Background: an optimization exercise with open tools, aiming at small area, a short achievable clock period and few clock cycles. Do not read the settings as production practice. In this exercise RTL edits were held to simulation tests only and were not proved equivalent to the original. No activity file was given, so power comes from the tool's default toggle rates.

[design/flow/config.mk]
export PLATFORM = sky130hd
export DESIGN_NAME = ellipse_generator
export DESIGN_NICKNAME = ellipse_generator
export VERILOG_FILES = /design/flow/design.v
export SDC_FILE = /design/flow/constraint.sdc
export NUM_CORES = 4
export LEC_CHECK = 0
export CAP_MARGIN = 20
export CORE_MARGIN = 2
export CORE_UTILIZATION = 40
export SLEW_MARGIN = 20
[design/flow/constraint.sdc]
create_clock -name core_clock -period 7.5 [get_ports {clk}]
set_input_delay 1.5000 -clock core_clock [delete_from_list [all_inputs] [get_ports {clk}]]
set_output_delay 1.5000 -clock core_clock [all_outputs]
set_load 0.01 [all_outputs]
[design/flow/design.v]
module ellipse_generator
#(
parameter  int  BITS_RES            = 12,
parameter  int  BITS_RAD            = BITS_RES - 1,
parameter  bit  USE_ALTERA_IP       = 0
)
(
  input logic                        clk,
  input logic                        reset,
  input logic                        enable,
  input logic                        run,
  input logic         [1:0]          quadrant,
  input logic                        ellipse_filled,
  input logic  signed [BITS_RES-1:0] Xc,
  input logic  signed [BITS_RES-1:0] Yc,
  input logic  signed [BITS_RES-1:0] Xr,
  input logic  signed [BITS_RES-1:0] Yr,
  input logic                        ena_pause,
  output logic                       busy,
  output logic signed [BITS_RES:0]   X_coord,
  output logic signed [BITS_RES:0]   Y_coord,
  output logic                       pixel_data_rdy,
  output logic                       ellipse_complete
);
localparam logic [2:0] S_IDLE  = 3'd0,
                       S_SQ    = 3'd1,    
                       S_L1    = 3'd2,    
                       S_L2    = 3'd3,    
                       S_MUL   = 3'd4,    
                       S_INIT  = 3'd5,    
                       S_ARC   = 3'd6,    
                       S_FLAT  = 3'd7;    
logic [2:0]         st;
logic               inv, filled, fill, point;
logic [1:0]         q;
logic [3:0]         cnt;
logic signed [11:0] x, y, w;
logic signed [11:0] xc, yc;
logic [10:0]        a, b;
logic [32:0]        qx;
logic signed [33:0] d;
logic signed [34:0] pm;
logic [21:0]        ry2;
logic [22:0]        s2;
logic step, arc_go, arc_end, flat_ok, flat_last, half_end, last_pix, rdy_int, ena, accept;
logic do_step, fill_start, fill_end, start_cmd, start_half2;
assign step      = !pm[34];                    
assign arc_go    = !d[33];                     
logic signed [11:0] a_s, b_s;
assign a_s = {1'b0, a};
assign b_s = {1'b0, b};
assign flat_ok   = (y < 2) && (a_s >= x);
assign flat_last = (x[10:0] == a);
assign arc_end   = (st == S_ARC && !fill && !arc_go) || (st == S_INIT && a < 2);
assign half_end  = (arc_end && !flat_ok) || (st == S_FLAT && flat_last);
assign rdy_int = point || (st == S_ARC && (fill || arc_go)) || (st == S_FLAT);
assign pixel_data_rdy = rdy_int && !ena_pause;
assign ena = enable && !(ena_pause && rdy_int);
assign last_pix = point || (st == S_FLAT && inv && flat_last);
assign ellipse_complete = (last_pix && enable && !ena_pause) ||
                          (arc_end && inv && !flat_ok);
assign accept = (st == S_IDLE && !point) || ellipse_complete;
assign busy   = !accept || run;
assign start_cmd   = accept && run;
assign start_half2 = half_end && !inv;
assign do_step     = st == S_ARC && !fill && arc_go;
assign fill_start  = do_step && filled && (inv || step);
assign fill_end    = st == S_ARC && fill && w[11];
logic signed [11:0] dx, dy;
always_comb begin
  dx = fill ? (w[11] ? 12'sd0 : w) : (inv ? y : x);
  dy = inv ? x : y;
  X_coord = 13'(xc) + 13'(q[0] ? ~dx : dx) + 13'(q[0]);
  Y_coord = 13'(yc) + 13'(q[1] ? ~dy : dy) + 13'(q[1]);
end
logic ak, bk;
assign ak = a[cnt];
assign bk = b[cnt];
logic [32:0] qx_a, qx_b, qx_n;
always_comb begin
  qx_a = 33'd0; qx_b = 33'd0;
  case (st)
    S_SQ:  begin qx_a = {qx[31:0], 1'b0}; qx_b = ak ? 33'(a) : 33'd0; end
    S_MUL, S_L1, S_L2: qx_a = qx;
    S_ARC: begin qx_a = qx; qx_b = do_step ? 33'(ry2) : 33'd0; end
    default: ;
  endcase
  qx_n = qx_a + qx_b;
end
logic [33:0] d_a, d_b, d_n;
logic        d_c;
always_comb begin
  d_a = 34'd0; d_b = 34'd0; d_c = 1'b0;
  case (st)
    S_SQ:  begin d_a = {d[32:0], 1'b0}; d_b = bk ? 34'(b) : 34'd0; end
    S_L1:  begin d_a = d; d_b = 34'(qx); end
    S_MUL: begin d_a = {d[32:0], 1'b0}; d_b = bk ? 34'(qx) : 34'd0; end
    S_INIT: d_a = d;
    S_ARC: begin
      d_a = d;
      if (do_step) begin d_b = ~(34'(step ? s2 : {1'b0, ry2})); d_c = 1'b1; end
    end
    default: ;
  endcase
  d_n = d_a + d_b + 34'(d_c);
end
logic [34:0] p_a, p_b, p_c, p_d, p_n;
logic        p_cin;
always_comb begin
  p_a = pm; p_b = 35'd0; p_c = 35'd0; p_d = 35'd0; p_cin = 1'b0;
  case (st)
    S_MUL: begin
      p_a = {pm[33:0], 1'b1};
      p_b = bk ? ~(35'(qx)) : ~(35'd0);
      p_cin = 1'b1;
    end
    S_INIT: begin
      p_b = 35'(ry2);
      p_c = 35'(qx[32:2]);
      p_cin = qx[1];
    end
    S_ARC: if (do_step) begin
      p_b = 35'(ry2);
      p_c = 35'({(step ? s2 : {1'b0, ry2}), 1'b0});
      p_d = step ? {~d, 1'b1} : 35'({qx, 1'b0});
      p_cin = step;
    end
    default: ;
  endcase
  p_n = p_a + p_b + p_c + p_d + 35'(p_cin);
end
logic signed [11:0] x_n, y_n, w_n;
logic x_inc, y_dec;
assign x_inc = (do_step && !(fill_start && inv)) || (fill_end && inv) ||
               (st == S_FLAT);
assign y_dec = (do_step && step && !(fill_start && !inv)) || (fill_end && !inv);
assign x_n = x + 12'(x_inc);
assign y_n = y - 12'(y_dec);
assign w_n = (fill ? w : (inv ? y : x)) - 1'd1;
always_ff @(posedge clk or posedge reset) begin
  if (reset) begin
    st    <= S_IDLE;
    point <= 1'b0;
    fill  <= 1'b0;
  end else if (ena) begin
    if (accept) begin
      point <= 1'b0;
      st    <= S_IDLE;
      fill  <= 1'b0;
      if (run) begin
        if (Xr == 0 && Yr == 0) point <= 1'b1;
        else                    st    <= S_SQ;
      end
    end else begin
      case (st)
        S_SQ:   if (cnt == 0) st <= S_L1;
        S_L1:   st <= S_L2;
        S_L2:   st <= S_MUL;
        S_MUL:  if (cnt == 0) st <= S_INIT;
        S_INIT: if (a >= 2) st <= S_ARC;
        default: ;
      endcase
      if (fill_start) fill <= 1'b1;
      if (fill_end)   fill <= 1'b0;
      if (arc_end && flat_ok) st <= S_FLAT;
      if (half_end) st <= inv ? S_IDLE : S_SQ;
    end
  end
end
always_ff @(posedge clk) begin
  if (ena) begin
    if (start_cmd) begin
      xc     <= Xc;
      yc     <= Yc;
      q      <= quadrant;
      a      <= Xr[10:0];
      b      <= Yr[10:0];
      filled <= ellipse_filled;
    end
    if (start_half2) begin
      a <= b;
      b <= a;
    end
    if (start_cmd || start_half2)
      inv <= start_half2;
    if (start_cmd || start_half2 || st == S_L2) cnt <= 4'd10;
    else if (st == S_SQ || st == S_MUL)         cnt <= cnt - 1'd1;
    if (start_cmd || start_half2 || st == S_INIT) qx <= 0;
    else                                          qx <= qx_n;
    if (start_cmd || start_half2 || st == S_L2) d <= 0;
    else                                        d <= d_n;
    if (st == S_L2) pm <= -35'sd1;
    else            pm <= p_n;
    if (st == S_L1) ry2 <= d[21:0];
    if (st == S_L2) s2  <= d[22:0];
    if (start_cmd || st == S_L2) x <= 0;
    else                         x <= x_n;
    if (start_cmd)                            y <= 0;
    else if (st == S_L2)                      y <= b_s;
    else if (arc_end && flat_ok)              y <= 0;
    else                                      y <= y_n;
    if (fill_start || fill) w <= w_n;
  end
end
endmodule
[design/flow/run.sh]
#!/bin/bash
# synth_recipe.tcl (not shown) runs the flow's synth.tcl, then flattens the netlist and writes it again
# the make line also repeats each setting of config.mk as NAME=value (left out here)
make -C /OpenROAD-flow-scripts/flow DESIGN_CONFIG=/design/flow/config.mk WORK_HOME=/design/flow/orfs CLKGATE_MAP_FILE= SYNTH_SCRIPT=/design/flow/synth_recipe.tcl finish
==> reports/qor.yml, run 1 <==
timing.fmax_mhz: 152
start_kind: "flip-flop"
die_area_um2: 53300
pre_cts_ws_ps: 1220
dr.pass1.iters: 7
cts_sinks: 242
hold_violations: 0
clock_latency_ps: 610
layout-drive-gt1-share_pct: 5.22
initial_core_util_pct: 40.3
synth.most_common_cell: "nand2_1"
grt_max_degree: 60
groute.usage.overall_pct: 22.8
htree_levels: 1
timing.final.crit_share_pct: 87.7
routed_wl_mm: 61.2
ioPinCount: 85
ys_seq_area_share_pct: 35.2
synth.distinct_cells: 75
port_buffers: 84
row_count: 83
cts-resized-gates: 0
p_leak_nw: 10.0
cts_setup_buffers: 0
clk_path_buf_depth: 3
finalSetupViolCount: 0
fin_util_pct: 45.4
synth_largest_area_cell: "edfxtp_1"
synth_fp_nets: 2508
yosysTopAreaCellShare_pct: 34.6
clockRootBuffer: "clkbuf_16"
antennaDiodeCount: 0
synth_area_leaders: "edfxtp_1, ha_1, fa_1"
viasPerCell: 5.76
drc: 0
synth_warnings: 1
tns_ps: 0
rrSetupSlack_ps: 1150
place_congestion: 0.921
async_flop_share_pct: 2.07
nets: 2552
overflow: 0
antenna_found_initial: 2
worst-slew-pin-transition_ps: 1120
hold_class: "reg2reg"
slew_violations: 0
vdd_ir_drop_max_mv: 0.166
die_y_um: 231
syn_area_per_cell_um2: 9.14
clk_pin_slew_worst_paths_ps: 70
synth_seq_cells: 242
hpwl_mm: 44.8
grt_first_pass_wirelength_mm: 96.3
grt_pass1_vias: 17100
cap_viol_max_count: 0
worstSetupPathType: "reg2out"
status: "finished clean"
endpoint_kind: "output pin"
drt-wirelength-per-cell_um: 20.4
cp.required_ps: 6000
cp_max_fo: 16
power_density_nw_per_um2: 381
cts_hold_buf: 0
maxSlewHeadroom_pct: 25.4
crit_arrival_ps: 5070
cts_tree: "built"
die_w_um: 231
core_um2: 51100
synth_common_cells: "nand2_1, edfxtp_1, nor2_1, a21oi_1, inv_1"
rsz0062_at_grt: "no"
finalWorstSetupSlack_ps: 925
syn_area_um2: 20600
holdWs_ps: 529
syn2layout_area_growth_pct: 12.8
cts-buffers-inserted: 31
vias: 17300
synth_edf_count: 237
drt_iter0_drc: 1552
ant_nets: 0
fin_crit_ps: 6570
synthFlopType: "edfxtp_1"
syn_inst: 2251
skew_ps: 32.8
total_power_w: 0.00885
-- state kept, by name, summed over array words and instances (netlist names), 11 cells and up --
signal and cells:
yc 12, pm 35, xc 12, x 12
y 12, d 34, w 12, qx 33
ry2 22, b 11, s2 23, a 11
-- critical path, stage by stage (launching register included) --
cell and delay (ps):
dfrtp_1 650, nor2b_1 600, a2bb2oi_1 280, mux2_2 350
fa_1 420, a21o_1 170, a21oi_1 220, o21bai_1 90
a21oi_1 220, nor2b_1 80, o21a_1 190, o31a_1 260
o21ai_0 220, a31o_2 190, clkdlybuf4s50_1 520
-- power breakdown --
group	internal (W)	total [W]	switching [W]	leakage [nW]
logic	0.00195	0.00461	0.00266	7.12
clock network	0.00100	0.00165	0.000644	0.533
registers	0.00209	0.00259	0.000503	2.35
total	0.00504	0.00885	0.00381	10.0
-- path summary, 6_finish.rpt --
kind | from | to | depth (start not counted)
max in group asynchronous | reset | st[1]$_DFFE_PP0P_ | 2
hold / removal | d[22]$_SDFFCE_PP0P_ | s2[22]$_DFFE_PP_ | 0
min in group asynchronous | reset | fill$_DFFE_PP0P_ | 2
setup / recovery | fill$_DFFE_PP0P_ | X_coord[12] | 14
hold reg to reg | d[22]$_SDFFCE_PP0P_ | s2[22]$_DFFE_PP_ | 0
setup reg to reg | st[0]$_DFFE_PP0P_ | pm[31]$_SDFFCE_PP1P_ | 21
-- per-layer routing --
layer  track usage, %  part of all wire (%)
met5                0                 0.021
met4             8.43                   3.9
met3             3.17                   6.7
met2             37.6                    46
met1             30.6                    43
-- cells in the final DEF (no fill, tap or decap), types with 7 or more instances in the layout --
master           Yosys  routed
nand2_1            355     354
edfxtp_1           237     237
nor2_1             180     176
a21oi_1            153     151
inv_1              134     132
ha_1               131     131
o21ai_0            122     122
xnor2_1            102     102
clkdlybuf4s50_1      0      84
a22o_1              77      77
fa_1                70      70
a21o_1              65      65
mux2i_1             58      58
xor2_1              52      52
nor3_1              34      33
nor2b_1             31      31
clkbuf_16            0      31
nand3_1             29      29
buf_4                0      27
and2_1              26      26
nand2b_1            25      25
a211oi_1            18      18
o21a_1              18      18
and3_1              17      17
nor4_1              16      16
a22oi_1             16      16
o21bai_1            15      15
nand4_1             14      14
a31oi_1             12      12
a222oi_1            11      11
o211ai_1             9       9
or2_2                8       8
clkinv_2             0       7
bufinv_16            0       7
clkbuf_1            78       7
-- kinds of logic after synthesis --
logic type	Yosys count	share of synthesized area (%)
AO/OA/AOI/OAI	584	18.9
XOR/XNOR	154	6.55
adder cells (fa/ha/maj)	202	14.8
buffers and inverters	237	4.46
flip-flops	242	35.2
multiplexers	65	3.31
AND/OR/NAND/NOR	767	16.7
-- metrics by stage --
stage                     cells  instance area, um2
final                      3000               23200
after global routing       3000               23200
after CTS                  2999               23200
after detailed placement   2941               22100
after global placement     2941               22100
after floorplan            2251               20600
-- area by class of cell --
cell class                      instances  area [um2]
Timing Repair Buffer                  112        1050
Fill cell                            4903       27900
Sequential cell                       242        7240
Multi-Input combinational cell       1772       12500
Tap cell                              680         851
Clock buffer                           38         802
Inverter                              136         513
Clock inverter                         20         300
Testbench counts, summed over its fixed seeds: cycles 341,438.
==> inputs of run 2 (changes only) <==
--- a/design/flow/design.v
+++ b/design/flow/design.v
@@ -83,3 +83,4 @@
     S_SQ:  begin qx_a = {qx[31:0], 1'b0}; qx_b = ak ? 33'(a) : 33'd0; end
-    S_MUL, S_L1, S_L2: qx_a = qx;
+    S_L1:  if (inv) qx_b = 33'(ry2); else qx_a = qx;
+    S_MUL, S_L2: qx_a = qx;
     S_ARC: begin qx_a = qx; qx_b = do_step ? 33'(ry2) : 33'd0; end
@@ -95,3 +96,4 @@
     S_SQ:  begin d_a = {d[32:0], 1'b0}; d_b = bk ? 34'(b) : 34'd0; end
-    S_L1:  begin d_a = d; d_b = 34'(qx); end
+    S_L1:  if (inv) begin d_a = 34'(s2); d_b = ~(34'(ry2)); d_c = 1'b1; end
+           else     begin d_a = d; d_b = 34'(qx); end
     S_MUL: begin d_a = {d[32:0], 1'b0}; d_b = bk ? 34'(qx) : 34'd0; end
@@ -111,10 +113,7 @@
   case (st)
-    S_MUL: begin
-      p_a = {pm[33:0], 1'b1};
-      p_b = bk ? ~(35'(qx)) : ~(35'd0);
-      p_cin = 1'b1;
-    end
     S_INIT: begin
+      p_a = 35'd0;
       p_b = 35'(ry2);
       p_c = 35'(qx[32:2]);
+      p_d = ~(35'(d));
       p_cin = qx[1];
@@ -165,3 +164,3 @@
       if (arc_end && flat_ok) st <= S_FLAT;
-      if (half_end) st <= inv ? S_IDLE : S_SQ;
+      if (half_end) st <= inv ? S_IDLE : S_L1;
     end
@@ -185,12 +184,11 @@
       inv <= start_half2;
-    if (start_cmd || start_half2 || st == S_L2) cnt <= 4'd10;
+    if (start_cmd || st == S_L2) cnt <= 4'd10;
     else if (st == S_SQ || st == S_MUL)         cnt <= cnt - 1'd1;
-    if (start_cmd || start_half2 || st == S_INIT) qx <= 0;
+    if (start_cmd || st == S_INIT) qx <= 0;
     else                                          qx <= qx_n;
-    if (start_cmd || start_half2 || st == S_L2) d <= 0;
+    if (start_cmd || st == S_L2) d <= 0;
     else                                        d <= d_n;
-    if (st == S_L2) pm <= -35'sd1;
-    else            pm <= p_n;
-    if (st == S_L1) ry2 <= d[21:0];
-    if (st == S_L2) s2  <= d[22:0];
+    pm <= p_n;
+    if ((st == S_L1 && !inv) || (st == S_L2 && inv)) ry2 <= d[21:0];
+    if (st == S_L2 && !inv)                          s2  <= d[22:0];
     if (start_cmd || st == S_L2) x <= 0;
--- a/design/flow/config.mk
+++ b/design/flow/config.mk
@@ -7,2 +7,3 @@
 export LEC_CHECK = 0
+export ABC_CLOCK_PERIOD_IN_PS = 4500
 export CAP_MARGIN = 20
@@ -10,2 +11,3 @@
 export CORE_UTILIZATION = 40
+export SETUP_SLACK_MARGIN = 2.5
 export SLEW_MARGIN = 20
==> run 2 against run 1 <==
Effect of this change:
- final area grew 6.5%
- still clean on timing, DRC and antenna
- clock skew grew 1.5 ps
- first-iteration DRC count grew 14%
- global-route usage shrank 0.051 points
- worst hold slack gained 14 ps
- critical path type unchanged
- final cell count is the same
- utilization grew 3.7 points
- combinational power shrank 5.9%
- clock-buffer cell count shrank 4
- register-to-register slack gained 1400 ps
==> reports/qor.yml, run 2 <==
initial_core_util_pct: 40.6  # +0.35 points
synth_largest_area_cell: "edfxtp_1"
layout_common_cells: "edfxtp_1, nor2_1, nand2_1"
die_area_um2: 52900  # -0.74%
power_density_nw_per_um2: 338  # -11%
hold_class: "reg2reg"
worst-slew-pin-transition_ps: 950  # -166 ps
antenna_found_initial: 0  # -2
yosysTopAreaCellShare_pct: 34.8  # +0.26 points
cap_viol_max_count: 0  # unchanged
fin_crit_ps: 5260  # -1320 ps
syn_inst: 2161  # -4.0%
die_y_um: 230  # -0.37%
cp.required_ps: 6000  # about the same
drt_iter0_drc: 1766  # +14%
start_kind: "flip-flop"
largest_reg_flops: 35  # unchanged
synthSimpleGateAreaFrac_pct: 15.4  # -1.3 points
total_power_w: 0.00835  # -5.6%
synth.most_common_cell: "edfxtp_1"
synth.distinct_cells: 94  # +25%
routed_wl_mm: 62.7  # +2.4%
fillers: 4598  # -6.2%
cts_tree: "built"
timing.final.crit_share_pct: 70.1  # -18 points
drt-wirelength-per-cell_um: 20.9  # +2.4%
crit_arrival_ps: 3760  # -1310 ps
synth_fp_nets: 2418  # -3.6%
dr.pass1.iters: 7  # unchanged
cp_max_fo: 3  # -13
grt_first_pass_wirelength_mm: 96.3  # about the same
drc: 0  # unchanged
endpoint_kind: "output pin"
regMostFlops: "pm"
ys_seq_area_share_pct: 35.5  # +0.27 points
overflow: 0  # unchanged
port_buffers: 84  # unchanged
clock_latency_ps: 610  # about the same
core_um2: 50300  # -1.6%
grt_pass1_vias: 17100  # +0.0058%
finalWorstSetupSlack_ps: 2240  # +1320 ps
syn_area_um2: 20400  # -0.75%
mostFrequentLayoutCell: "edfxtp_1"
antennaDiodeCount: 0  # unchanged
synth_mux_area_share_pct: 4.17  # +0.86 points
row_count: 82  # -1.2%
maxSlewHeadroom_pct: 36.5  # +11 points
syn_area_per_cell_um2: 9.45  # +3.4%
grt_max_degree: 131  # +120%
synth_edf_count: 237  # unchanged
largestRegisters: "pm x35, d x34, qx x33"
ioPinCount: 85  # unchanged
ant_nets: 0  # unchanged
worstSetupPathType: "reg2out"
timing.fmax_mhz: 190  # +25%
clockRootBuffer: "clkbuf_16"
syn2layout_area_growth_pct: 21.0
synth-adder-area-share_pct: 14.5  # -0.34 points
clk_pin_slew_worst_paths_ps: 60  # about the same
nets: 2561  # +0.35%
slew_violations: 0  # unchanged
status: "finished clean"
vdd_ir_drop_max_mv: 0.209  # +25%
synth_seq_cells: 242  # unchanged
viasPerCell: 5.84  # +1.4%
p_leak_nw: 10.3  # +2.6%
synth_compound_area_share_pct: 19.2  # +0.27 points
synth_area_leaders: "edfxtp_1, ha_1, fa_1"
vias: 17500  # +1.4%
tns_ps: 0  # unchanged
rsz0062_at_grt: "yes"
place_congestion: 0.868  # -5.8%
synth_common_cells: "edfxtp_1, nor2_1, nand2_1, inv_1, a21oi_1"
die_w_um: 230  # -0.37%
groute.usage.overall_pct: 22.8  # -0.051 points
synthFlopType: "edfxtp_1"
pre_cts_ws_ps: 1490  # +265 ps
synth-xor-area-share_pct: 6.39  # -0.16 points
hold_violations: 0  # unchanged
async_flop_share_pct: 2.07  # unchanged
hpwl_mm: 43.4  # -2.9%
layout-drive-gt1-share_pct: 16.6  # +11 points
skew_ps: 34.3  # +1.49 ps
cts-buffers-inserted: 31  # unchanged
htree_levels: 1  # unchanged
synth_warnings: 1  # unchanged
finalSetupViolCount: 0  # unchanged
synth_top_family_by_area: "compound AO/OA/AOI/OAI gates"
clk_path_buf_depth: 3  # unchanged
cts_sinks: 242  # unchanged
run 2: where the power goes:
group          internal (W)  leakage, nW  switching, W  total, W
sequential          0.00202         2.35      0.000478   0.00250
combinational       0.00191         7.40       0.00243   0.00434
clock              0.000890        0.506      0.000621   0.00151
run 2: routing by layer:
| layer | part of all wire, % | GRT usage, % |
|---|---|---|
| met5 | 0 | 0 |
| met4 | 3.0 | 6.29 |
| met2 | 47 | 38.7 |
| met1 | 43 | 30.5 |
| met3 | 6.8 | 2.88 |
run 2: through the flow:
step | instances | hold slack (ps) | utilization, % | area, um2
2_1_floorplan | 2161 | 489 | - | 20500
3_3_place_gp | 2846 | 524 | 43.8 | 22000
3_5_place_dp | 2846 | 515 | 43.8 | 22000
4_1_cts | 2957 | 532 | 47.3 | 23800
5_1_grt | 3000 | 546 | 49.2 | 24700
6_report | 3000 | 543 | 49.2 | 24700
run 2: repair_timing:
action / CTS / global route
hold buffers: 0 / 0
pin swaps: 28 / 64
endpoints found under the setup margin: 84 / 58
gates cloned: 2 / 1
gates resized for setup: 121 / 154
setup buffers: 52 / 42
run 2: final cells by class:
cell class,instances,area (um2),area share (%)
clock buffer,34,787,3.18
clock inverter,23,221,0.896
inverter,157,602,2.43
multi-input combinational,1663,13000,52.8
sequential,242,7250,29.3
tap,672,841,3.40
timing repair buffer,209,1970,7.97
run 2: final timing paths:
check | startpoint | end | slack, ps | cells after the start
max | inv$_DFFE_PP_ | Y_coord[12] | 2240 | 15
min | point$_DFFE_PP0P_ | point$_DFFE_PP0P_ | 540 | 1
max reg2reg | st[0]$_DFFE_PP0P_ | pm[32]$_DFFE_PP_ | 2520 | 21
min reg2reg | point$_DFFE_PP0P_ | point$_DFFE_PP0P_ | 540 | 1
max in group asynchronous | reset | st[1]$_DFFE_PP0P_ | 6160 | 2
min in group asynchronous | reset | st[0]$_DFFE_PP0P_ | 1120 | 2
run 2: cells by family (layout without fill, tap and decap cells):
| logic type | Yosys count | count (layout) |
|---|---|---|
| fa+ha+maj | 201 | 201 |
| flops | 242 | 242 |
| compound gates | 585 | 585 |
| xor+xnor | 149 | 149 |
| simple gates | 651 | 651 |
| mux | 77 | 77 |
| buf+inv | 256 | 423 |
run 2: worst max-delay path, stage by stage (launching register included):
cell and delay [ps]:
edfxtp_1 420, buf_6 160, buf_12 120, mux2i_4 200
mux2_4 340, fa_2 350, a21o_1 180, a21oi_2 160
o21bai_1 110, a21oi_2 200, o21bai_1 100, a21oi_2 180
o21ai_2 90, o21a_1 170, o41ai_2 190, buf_2 170
Testbench counts of run 2, summed over its fixed seeds: cycles 338,622.
==> inputs of run 3 (changes only) <==
--- a/design/flow/config.mk
+++ b/design/flow/config.mk
@@ -7,3 +7,2 @@
 export LEC_CHECK = 0
-export ABC_CLOCK_PERIOD_IN_PS = 4500
 export CAP_MARGIN = 20
@@ -11,3 +10,3 @@
 export CORE_UTILIZATION = 40
-export SETUP_SLACK_MARGIN = 2.5
+export SETUP_SLACK_MARGIN = 3.5
 export SLEW_MARGIN = 20
==> run 3 against run 2 <==
Effect of this change:
- via count increased by 6.4%
- highest routed layer unchanged
- global-route usage increased by 3.0 points
- setup slack improved by 60 ps
- critical endpoint is now X_coord[10]
- largest cell class unchanged
==> reports/qor.yml, run 3 <==
die_w_um: 230  # unchanged
ys_seq_area_share_pct: 35.5  # unchanged
viasPerCell: 5.88  # +0.67%
synth_fp_nets: 2418  # unchanged
worst-slew-pin-transition_ps: 841  # -109 ps
place_area_um2: 22200  # +0.83%
final_area_um2: 27900  # +13%
syn_area_per_cell_um2: 9.45  # unchanged
ioPinCount: 85  # unchanged
skew_ps: 24.3  # -10.0 ps
grt_max_degree: 101  # -23%
final-seq-area_um2: 7250  # about the same
finalSetupViolCount: 0  # unchanged
groute.usage.overall_pct: 25.8  # +3.0 points
row_count: 82  # unchanged
layout-drive-gt1-share_pct: 31.7  # +15 points
vias: 18600  # +6.4%
start_kind: "flip-flop"
multi_input_comb_area_um2: 14800  # +14%
synth.most_common_cell: "edfxtp_1"
pre_cts_ws_ps: 1370  # -116 ps
grt_pass1_vias: 19000  # +11%
regMostFlops: "pm"
p_leak_nw: 11.5  # +12%
hold_class: "reg2reg"
cts-buffers-inserted: 31  # unchanged
critical-path-top-delay-family: "compound AO/OA/AOI/OAI gates"
antenna_found_initial: 0  # unchanged
cts_sinks: 242  # unchanged
dpl.cell_count: 2844  # -0.070%
grt_first_pass_wirelength_mm: 108  # +12%
hpwl_mm: 44.8  # +3.1%
yosysTopAreaCellShare_pct: 34.8  # unchanged
port_buffers: 84  # unchanged
finalWorstSetupSlack_ps: 2310  # +60.5 ps
overflow: 0  # unchanged
stdcell_count: 3171  # +5.7%
clockRootBuffer: "clkbuf_16"
antennaDiodeCount: 0  # unchanged
tns_ps: 0  # unchanged
async_flop_share_pct: 2.07  # unchanged
hold_violations: 0  # unchanged
ant_nets: 0  # unchanged
synth_common_cells: "edfxtp_1, nor2_1, nand2_1, inv_1, a21oi_1"
crit_top_cell: "a21oi_2"
clk_pin_slew_worst_paths_ps: 60  # about the same
die_area_um2: 52900  # unchanged
synth_seq_cells: 242  # unchanged
status: "finished clean"
layout_common_cells: "edfxtp_1, buf_4, nor2_1"
nets: 2733  # +6.7%
place_congestion: 0.896  # +3.3%
synthFlopType: "edfxtp_1"
cts_hold_buf: 0  # unchanged
initial_core_util_pct: 40.6  # unchanged
synth_area_leaders: "edfxtp_1, ha_1, fa_1"
cap_viol_max_count: 0  # unchanged
cp_slowest_stage_delay_ps: 460  # +40 ps
syn2layout_area_growth_pct: 36.8
vdd_ir_drop_max_mv: 0.215  # +3.2%
mostFrequentLayoutCell: "edfxtp_1"
power_density_nw_per_um2: 335  # -0.88%
worstSetupPathType: "reg2out"
clk_path_buf_depth: 3  # unchanged
core_um2: 50300  # unchanged
htree_levels: 1  # unchanged
slew_violations: 0  # unchanged
largest_reg_flops: 35  # unchanged
crit_path_cell_trace: "buf_6 -> mux2i_4 -> o2bb2ai_4 -> mux2i_2 -> inv_1 -> fa_2 -> a21o_1 -> a21oi_2 -> o21bai_1 -> a21oi_2 -> o21bai_1 -> a21oi_2 -> o21bai_2 -> a21oi_2 -> xnor2_1 -> buf_2"
fin_crit_ps: 5190  # -60.5 ps
drt_iter0_drc: 1726  # -2.3%
cp.required_ps: 6000  # about the same
synth_warnings: 1  # unchanged
slowest_stage: "edfxtp_1"
timing.final.crit_share_pct: 69.3  # -0.81 points
timing.fmax_mhz: 192  # +1.2%
endpoint_kind: "output pin"
die_y_um: 230  # unchanged
maxSlewHeadroom_pct: 43.8  # +7.4 points
cts_tree: "built"
synth_largest_area_cell: "edfxtp_1"
dr.pass1.iters: 8  # +1
crit_arrival_ps: 3690  # -70 ps
cp_max_fo: 7  # +4
drc: 0  # unchanged
synth_edf_count: 237  # unchanged
syn_inst: 2161  # unchanged
drt-wirelength-per-cell_um: 22.4  # +7.0%
routed_wl_mm: 70.9  # +13%
worst-path-buf-inv: 3  # unchanged
rsz0062_at_grt: "yes"
syn_area_um2: 20400  # unchanged
fillers: 4180  # -9.1%
largestRegisters: "pm x35, d x34, qx x33"
clock_latency_ps: 610  # about the same
synth.distinct_cells: 94  # unchanged
## run 3: where the power goes
part | total [W] | internal [W] | switching (W)
sequential | 0.00249 | 0.00202 | 0.000474
clock | 0.00143 | 0.000802 | 0.000632
combinational | 0.00543 | 0.00246 | 0.00298
## run 3: final cells by class
cell class	count	share of cell area, %
clock inverter	16	0.430
inverter	157	2.19
sequential	242	25.9
tap	672	3.01
clock buffer	40	2.93
timing repair buffer	377	12.5
multi-input combinational	1667	53.0
## run 3: metrics by stage
step | power (W) | util [%] | hold slack [ps]
2_1_floorplan | 0.00522 | - | 489
3_3_place_gp | 0.00642 | 44.2 | 529
3_5_place_dp | 0.00649 | 44.2 | 521
4_1_cts | 0.00878 | 52.7 | 538
5_1_grt | 0.00990 | 55.6 | 573
6_report | 0.00936 | 55.6 | 536
## run 3: final timing paths
path	depth (start not counted)	to	slack [ps]	startpoint
setup reg to reg	19	pm[34]$_DFFE_PP_	2600	st[0]$_DFFE_PP0P_
hold / removal	1	point$_DFFE_PP0P_	540	point$_DFFE_PP0P_
max in group asynchronous	2	st[0]$_DFFE_PP0P_	6120	reset
hold reg to reg	1	point$_DFFE_PP0P_	540	point$_DFFE_PP0P_
min in group asynchronous	2	st[2]$_DFFE_PP0P_	1150	reset
setup / recovery	16	X_coord[10]	2310	inv$_DFFE_PP_
## run 3: kinds of logic (layout without fill, tap and decap cells)
family | Yosys count | count (layout) | share of synthesized area (%)
buffers and inverters | 256 | 590 | 4.88
muxes | 77 | 77 | 4.17
DFF | 242 | 242 | 35.5
AOI/OAI and AO/OA | 585 | 586 | 19.2
and+or+nand+nor | 651 | 654 | 15.4
adders and majority gates | 201 | 201 | 14.5
xor gates and xnor gates | 149 | 149 | 6.39
## run 3: routing by layer
| metal | global-route usage, % | wire (um) |
|---|---|---|
| met1 | 33.3 | 28300 |
| met4 | 13.5 | 3790 |
| met5 | 0 | 0 |
| met3 | 3.40 | 5530 |
| met2 | 42.3 | 33300 |
## run 3: worst reg2reg max path, delay by kind of cell, from the launching register on
kind,cells,cell delay [ps]
adders and majority gates,3,1280
xor gates and xnor gates,1,140
buffers and inverters,4,560
DFF,1,490
and+or+nand+nor,6,1290
AOI/OAI and AO/OA,5,890
## run 3: what timing repair did
action | in CTS | in global routing
pin swaps | 209 | 143
setup buffers | 195 | 66
gates cloned | 7 | 2
endpoints found under the setup margin | 123 | 110
resized for setup | 520 | 188
==> inputs of run 4 (changes only) <==
--- a/design/flow/config.mk
+++ b/design/flow/config.mk
@@ -10,3 +10,2 @@
 export CORE_UTILIZATION = 40
-export SETUP_SLACK_MARGIN = 3.5
 export SLEW_MARGIN = 20
==> run 4 against run 3 <==
Effect of this change:
- power shrank 16%
- global-route usage shrank 3.9 points
- first-iteration DRC count shrank 16%
- synthesized cell count unchanged
- die area stayed put
- clock power is 3% higher
- sequential share of layout area rose by 5.6 points
- via count fell by 11%
- utilization fell by 9.9 points
- combinational power decreased by 28%
- critical endpoint unchanged
- clock skew is 22 ps higher
==> reports/qor.yml, run 4 <==
grt_pass1_vias: 16600  # -13%
synth_edf_count: 237  # unchanged
ioPinCount: 85  # unchanged
largest_reg_flops: 35  # unchanged
crit_arrival_ps: 5100  # +1410 ps
synth_fp_nets: 2418  # unchanged
power_density_nw_per_um2: 343  # +2.3%
clk_path_buf_depth: 3  # unchanged
yosysTopAreaCellShare_pct: 34.8  # unchanged
vdd_ir_drop_max_mv: 0.178  # -17%
finalSetupViolCount: 0  # unchanged
overflow: 0  # unchanged
grt_util_met2_pct: 35.9  # -6.5 points
synthFlopType: "edfxtp_1"
start_kind: "flip-flop"
syn_area_per_cell_um2: 9.45  # unchanged
cts_hold_buf: 0  # unchanged
drt_iter0_drc: 1444  # -16%
skew_ps: 46.0  # +21.8 ps
hold_violations: 0  # unchanged
synth_warnings: 1  # unchanged
layout-drive-gt1-share_pct: 6.51  # -25 points
syn_inst: 2161  # unchanged
dr.pass1.iters: 8  # unchanged
grt_first_pass_wirelength_mm: 92.8  # -14%
routed_wl_mm: 58.9  # -17%
syn2layout_area_growth_pct: 12.5
maxSlewHeadroom_pct: 30.6  # -13 points
async_flop_share_pct: 2.07  # unchanged
synth_common_cells: "edfxtp_1, nor2_1, nand2_1, inv_1, a21oi_1"
cts_tree: "built"
hpwl_mm: 43.5  # -2.9%
endpoint_kind: "output pin"
regMostFlops: "pm"
nets: 2464  # -9.8%
drt-wirelength-per-cell_um: 20.3  # -9.2%
die_w_um: 230  # unchanged
timing.fmax_mhz: 151  # -21%
syn_area_um2: 20400  # unchanged
synth_area_leaders: "edfxtp_1, ha_1, fa_1"
cts_setup_buffers: 0  # -100%
status: "finished clean"
port_buffers: 84  # unchanged
fin_crit_ps: 6600  # +1410 ps
die_y_um: 230  # unchanged
p_leak_nw: 9.48  # -17%
holdWs_ps: 546  # +9.98 ps
htree_levels: 1  # unchanged
row_count: 82  # unchanged
ys_seq_area_share_pct: 35.5  # unchanged
slew_violations: 0  # unchanged
antenna_found_initial: 0  # unchanged
cts-buffers-inserted: 30  # -3.2%
grt_use_met3_pct: 3.16  # -0.24 points
hold_class: "reg2reg"
use_met1_pct: 30.1  # -3.1 points
largestRegisters: "pm x35, d x34, qx x33"
drc: 0  # unchanged
grt_max_degree: 108  # +6.9%
synth.distinct_cells: 94  # unchanged
tns_ps: 0  # unchanged
clockRootBuffer: "clkbuf_16"
grt.busiest_layer: "met2"
synth.most_common_cell: "edfxtp_1"
clock_latency_ps: 610  # about the same
worstSetupPathType: "reg2out"
cp.required_ps: 6000  # about the same
ant_nets: 0  # unchanged
cap_viol_max_count: 0  # unchanged
die_area_um2: 52900  # unchanged
worst-slew-pin-transition_ps: 1040  # +200 ps
rsz0062_at_grt: "no"
viasPerCell: 5.73  # -2.4%
clk_pin_slew_worst_paths_ps: 60  # about the same
synth_largest_area_cell: "edfxtp_1"
cts-resized-gates: 0  # -100%
timing.final.crit_share_pct: 88.0  # +19 points
cts_sinks: 242  # unchanged
layout_common_cells: "edfxtp_1, nor2_1, nand2_1"
groute.usage.overall_pct: 21.9  # -3.9 points
mostFrequentLayoutCell: "edfxtp_1"
vias: 16600  # -11%
core_um2: 50300  # unchanged
place_congestion: 0.927  # +3.4%
synth_seq_cells: 242  # unchanged
cp_max_fo: 18  # +11
initial_core_util_pct: 40.6  # unchanged
[run 4: cell counts after synthesis]
Identical to the previous run, type by type.
[run 4: cell type report]
class                           instances  area, um2
Inverter                              157        592
Antenna cell                            1       2.50
Clock buffer                           42        846
Sequential cell                       242       7240
Clock inverter                         11        134
Timing Repair Buffer                  113       1070
Fill cell                            4821      27300
Tap cell                              672        841
Multi-Input combinational cell       1663      12300
[run 4: worst paths after layout]
kind	end	startpoint	cells past startpoint	slack (ps)
setup / recovery	X_coord[10]	fill$_DFFE_PP0P_	15	900
hold / removal	point$_DFFE_PP0P_	point$_DFFE_PP0P_	1	550
setup reg to reg	pm[33]$_DFFE_PP_	st[1]$_DFFE_PP0P_	18	1260
hold reg to reg	point$_DFFE_PP0P_	point$_DFFE_PP0P_	1	550
max in group asynchronous	st[2]$_DFFE_PP0P_	reset	2	6090
min in group asynchronous	point$_DFFE_PP0P_	reset	2	1180
[run 4: per-stage QoR]
step                instance area, um2  total power (W)  setup slack [ps]  utilization [%]  std cells
floorplan                        20400          0.00514              1980                -       2161
global placement                 22000          0.00630              1300             43.7       2847
detailed placement               22000          0.00637              1120             43.7       2847
CTS                              23000          0.00789               902             45.7       2900
global route                     23000          0.00842               616             45.7       2900
finish                           23000          0.00788               898             45.7       2901
[run 4: worst max-delay path: stages, from the launching register on]
cell	delay, ps
dfrtp_1	760
nor2b_1	660
o2bb2ai_1	240
mux2i_1	320
inv_1	90
fa_1	410
a21o_1	180
a21oi_1	240
o21bai_1	100
a21oi_1	220
o21bai_1	90
a21oi_1	230
o21bai_1	120
a21oi_1	180
xnor2_1	130
clkdlybuf4s50_1	550
[run 4: routing by layer]
metal / up-vias / part of all wire [%]
li1: 7942 / -
met1: 8031 / 45
met2: 566 / 46
met3: 97 / 6.8
met4: 0 / 2.7
met5: - / 0
[run 4: kinds of logic after synthesis]
kind of cell / count (synthesis) / share of synthesized area [%]
AOI/OAI and AO/OA: 585 / 19.2
xor gates and xnor gates: 149 / 6.39
adders and majority gates: 201 / 14.5
buffers and inverters: 256 / 4.88
DFF: 242 / 35.5
muxes: 77 / 4.17
and+or+nand+nor: 651 / 15.4
[run 4: report_power, final]
part           internal, W  switching [W]
sequential         0.00202       0.000482
clock             0.000879       0.000601
combinational      0.00171        0.00219
total              0.00460        0.00328

## re-timing with driven ports
The results above use ideal ports. As a check the final layouts listed here were re-extracted and re-timed, cells and wires unchanged. Step 1 (the two cells are an assumption about what drives the block):
set clk [get_ports {clk}]
set_driving_cell -lib_cell sky130_fd_sc_hd__clkbuf_16 $clk
set_driving_cell -lib_cell sky130_fd_sc_hd__buf_2 [delete_from_list [all_inputs] $clk]
Step 2 moves the port delays by t, midway between the first and last clock arrival at a register: inputs arrive t later, outputs are due t later. That takes back most of the time a late clock gives input paths. Three values: ideal, step 1, step 2; two values: the first two.
run | t (ns) | setup WS [ns] | worst setup path at the end
run 1 | 0.651 | 0.925 / 0.865 / 1.151 | register to register
run 2 | 0.641 | 2.245 / 2.193 / 2.524 | register to register
run 3 | 0.654 | 2.305 / 2.251 / 2.597 | register to register
run 4 | 0.633 | 0.898 / 0.846 / 1.264 | register to register
After both steps every run listed still meets setup and hold.
